From an optimization exercise on the open Yosys and OpenROAD flow, aimed at small area and a short achievable clock period; shortcuts taken in it are not production practice. In this exercise RTL edits were held to simulation tests only and were not proved equivalent to the original. No activity file was given, so power comes from the tool's default toggle rates.

## PCPU
module PCPU(
	input clock,
	input [15:0] d_datain,
	input enable,
	input [15:0] i_datain,
	input reset,
	input [3:0] select_y,
	input start,
	output [7:0] d_addr,
	output [15:0] d_dataout,
	output d_we,
	output [7:0] i_addr,
	output [15:0] y,
	input show_gr
);
	reg [7:0] pc;
	reg [15:0] id_ir;
	reg [4:0] ex_op, mem_op;
	reg [2:0] ex_r1, mem_r1, wb_r1;
	reg wb_halt, wb_we, wb_fw;	 
	reg [15:0] reg_A, reg_B, reg_C, reg_C1;
	reg [15:0] smdr1;
	reg [3:0] ex_off;	 
	reg ex_sub, ex_cincf, ex_arith, ex_store;	 
	reg [2:0] flags;  
	reg dw;
	reg state;
	reg [15:0] gr[0:7];	 
	reg [7:0] gr_ok;	 
	wire run = state == 1'b1;
	assign d_dataout = smdr1;
	assign d_we = dw;
	assign d_addr = reg_C[7:0];
	assign i_addr = pc;
	always @(posedge clock) begin
		if (reset)
			state <= 1'b0;
		else if (state == 1'b0)
			state <= enable && start;
		else
			state <= enable && !wb_halt;
	end
	function fwd_op(input [4:0] op);
		fwd_op = op == 5'b00010 || op[4:2] == 3'b001 ||
			(op[4:3] == 2'b01 && op != 5'b01100) || op[4:2] == 3'b100;
	endfunction
	function [7:0] dec8(input [2:0] r);
		dec8 = 8'd1 << r;
	endfunction
	function [15:0] grsel(input [7:0] s, input [127:0] g);
		integer k;
		begin
			grsel = 16'd0;
			for (k = 0; k < 8; k = k + 1)
				grsel = grsel | ({16{s[k]}} & g[16*k +: 16]);
		end
	endfunction
	wire [127:0] grv = {gr[7], gr[6], gr[5], gr[4], gr[3], gr[2], gr[1], gr[0]};
	always @(posedge clock or posedge reset) begin
		if (reset)
			gr_ok <= 8'd0;
		else if (run && wb_we)
			gr_ok[wb_r1] <= 1'b1;
	end
	always @(posedge clock) begin
		if (run && wb_we)
			gr[wb_r1] <= reg_C1;
	end
	wire [4:0] id_op = id_ir[15:11];
	wire [2:0] id_r1 = id_ir[10:8];
	wire [4:0] pk_op = i_datain[15:11];
	wire pk_rr = pk_op == 5'b01000 || pk_op == 5'b10001 || pk_op == 5'b01010 ||
		pk_op == 5'b10010 || pk_op[4:2] == 3'b011;
	wire pk_a_r1 = pk_op == 5'b10000 || pk_op == 5'b01001 || pk_op == 5'b01011 ||
		pk_op == 5'b11001 || pk_op[4:1] == 4'b1101 || pk_op[4:2] == 3'b111;
	wire pk_a_none = pk_op[4:1] == 4'b0000 || pk_op == 5'b11000 ||
		pk_op[4:2] == 3'b101;
  ...
clock: 7.5 ns
lec_check: 0
cap_margin: 20
core_margin: 2
core_utilization: 40
cts_buf_list: sky130_fd_sc_hd__clkbuf_16
cts_cluster_diameter: 80
cts_cluster_size: 24
setup_slack_margin: 3.2
slew_margin: 20
tns_end_percent: 20
run.sh (not shown) runs the stock make flow with config.mk's settings and CLKGATE_MAP_FILE= SYNTH_SCRIPT=/design/flow/synth_recipe.tcl, a recipe that flattens the netlist after the stock synthesis.
Rerun with:
==> flow/flow/run.sh (new file) <==
#!/bin/bash
# Layout: the standard flow (standard.sh: standard synthesis, floorplan,
# placement, CTS, routing), unchanged except that the port buffers are
# made from sky130_fd_sc_hd__buf_1 rather than ORFS's default delay-buffer
# cell; every port still gets its buffer, and the resizer upsizes the ones
# timing needs. The make output goes to standard.log here; the tools' own
# logs are under orfs/logs/.
set -euo pipefail
export BUFFER_PORTS_ARGS="-buffer_cell sky130_fd_sc_hd__buf_1"
bash standard.sh > standard.log 2>&1
==> flow/standard.sh (new file) <==
#!/bin/bash
# synth_recipe.tcl (not shown) runs the flow's synth.tcl, then flattens the netlist and writes it again
# the make line also repeats each setting of config.mk as NAME=value (left out here)
make -C /OpenROAD-flow-scripts/flow DESIGN_CONFIG=/design/flow/config.mk WORK_HOME=/design/flow/orfs CLKGATE_MAP_FILE= SYNTH_SCRIPT=/design/flow/synth_recipe.tcl "${@:-finish}"
- CORE_UTILIZATION: 40 -> 50
removed: flow/run.sh
Effect: Critical path depth fell by 1; setup slack is better by 0.020 ns; final area falls by a few percent; die area shrinks by about a fifth; core utilization is higher by 9.7 points.
Rerun with:
==> flow/run.sh (new file) <==
#!/bin/bash
# synth_recipe.tcl (not shown) runs the flow's synth.tcl, then flattens the netlist and writes it again
# the make line also repeats each setting of config.mk as NAME=value (left out here)
make -C /OpenROAD-flow-scripts/flow DESIGN_CONFIG=/design/flow/config.mk WORK_HOME=/design/flow/orfs CLKGATE_MAP_FILE= SYNTH_SCRIPT=/design/flow/synth_recipe.tcl finish
- CORE_UTILIZATION: 50 -> 40
- CTS_BUF_LIST: sky130_fd_sc_hd__clkbuf_16 -> sky130_fd_sc_hd__clkbuf_8
- CTS_CLUSTER_DIAMETER: 80 -> 50
- CTS_CLUSTER_SIZE: 24 -> 16
removed: flow/flow/run.sh
removed: flow/standard.sh
What happened: The changed run completed with no timing, DRC or antenna violations; wire length falls by 2.2%; utilization is lower by 10 points; sequential power barely changes; sequential share of layout area fell by 1.5 points.
Rerun with:
==> flow/flow/run.sh (new file) <==
#!/bin/bash
# Layout: the standard flow (standard.sh: standard synthesis, floorplan,
# placement, CTS, routing), unchanged except that the port buffers are
# made from sky130_fd_sc_hd__buf_1 rather than ORFS's default delay-buffer
# cell; every port still gets its buffer, and the resizer upsizes the ones
# timing needs. The make output goes to standard.log here; the tools' own
# logs are under orfs/logs/.
set -euo pipefail
export BUFFER_PORTS_ARGS="-buffer_cell sky130_fd_sc_hd__buf_1"
bash standard.sh > standard.log 2>&1
==> flow/standard.sh (new file) <==
#!/bin/bash
# synth_recipe.tcl (not shown) runs the flow's synth.tcl, then flattens the netlist and writes it again
# the make line also repeats each setting of config.mk as NAME=value (left out here)
make -C /OpenROAD-flow-scripts/flow DESIGN_CONFIG=/design/flow/config.mk WORK_HOME=/design/flow/orfs CLKGATE_MAP_FILE= SYNTH_SCRIPT=/design/flow/synth_recipe.tcl "${@:-finish}"
- CAP_MARGIN: 20 -> 5
- SLEW_MARGIN: 20 -> 5
removed: flow/run.sh
Result: Wire length went up by a few percent; sequential power hardly moves; die area stays the same; core utilization is lower by 0.58 points; total power rises by a few percent; global-route usage increases by 0.98 points.
Rerun with:
- CAP_MARGIN: 5 -> 20
- CTS_BUF_LIST: sky130_fd_sc_hd__clkbuf_8 -> sky130_fd_sc_hd__clkbuf_4 sky130_fd_sc_hd__clkbuf_8
- CTS_CLUSTER_DIAMETER: 50 -> default
- CTS_CLUSTER_SIZE: 16 -> default
- SLEW_MARGIN: 5 -> 20
After rerunning: Hold slack degrades by 0.0030 ns; setup slack improves by 0.043 ns; clock-buffer cell count rises by 36; non-clock buffer count falls by 2; sequential share of layout area falls by 0.61 points; via count rises by 0.70%; final cell count rises by 1.1%; cell area rises by 1.7%.
Rerun with:
- CORE_UTILIZATION: 40 -> 55
- CTS_BUF_LIST: sky130_fd_sc_hd__clkbuf_4 sky130_fd_sc_hd__clkbuf_8 -> sky130_fd_sc_hd__clkbuf_8
- CTS_CLUSTER_DIAMETER: default -> 50
- CTS_CLUSTER_SIZE: default -> 16
Result: The changed run produced a clean layout. Cell count is lower by 7.2%. Synthesized area stays the same. First-iteration DRC count is higher by 7.4%. Flip-flop and latch count does not change. Routed wire length is lower by 1.6%. Power is lower by 4.1%. Global-route usage is higher by 11 points. Register-to-register slack gets worse by 0.06 ns. Count of clock-buffer cells in the layout is lower by 35. Setup slack gets better by 0.028 ns.

separate check: timing with driven ports:
The results above use ideal ports. As a check the final layouts listed here were re-extracted and re-timed, cells and wires unchanged. Step 1 (the two cells are an assumption about what drives the block):
set clk [get_ports {clock}]
set_driving_cell -lib_cell sky130_fd_sc_hd__clkbuf_16 $clk
set_driving_cell -lib_cell sky130_fd_sc_hd__buf_2 [delete_from_list [all_inputs] $clk]
Step 2, shift: input delay + t, output delay - t, t = (earliest + latest rising clock arrival at the registers) / 2. This alone moves slack from input paths to output paths. Three values: ideal, step 1, step 2; two values: the first two.
run | shift t [ns] | slack for setup (ns) | hold WS [ns] | slew at the worst register clock pin (ns) | worst data-port slew with drivers (ns)
the first run | 0.617 | 3.117 / 3.082 / 3.028 | 0.487 / 0.487 / 0.487 | 0.09 / 0.09 | 0.06
the second run | 0.587 | 3.137 / 3.113 / 3.113 | 0.492 / 0.492 / 0.492 | 0.10 / 0.10 | 0.04
the third run | 0.707 | 3.133 / 3.111 / 3.021 | 0.482 / 0.482 / 0.482 | 0.10 / 0.10 | 0.06
the fourth run | 0.689 | 3.097 / 3.066 / 3.066 | 0.484 / 0.484 / 0.484 | 0.11 / 0.11 | 0.07
the fifth run | 0.690 | 3.140 / 3.110 / 3.110 | 0.481 / 0.481 / 0.481 | 0.07 / 0.07 | 0.05
the sixth run | 0.643 | 3.168 / 3.144 / 3.144 | 0.492 / 0.492 / 0.492 | 0.10 / 0.10 | 0.04
After both steps every run listed still meets setup and hold. The setup slack of the third run, which loses most, moves by -0.022 ns with the drivers and by -0.112 ns with both steps.
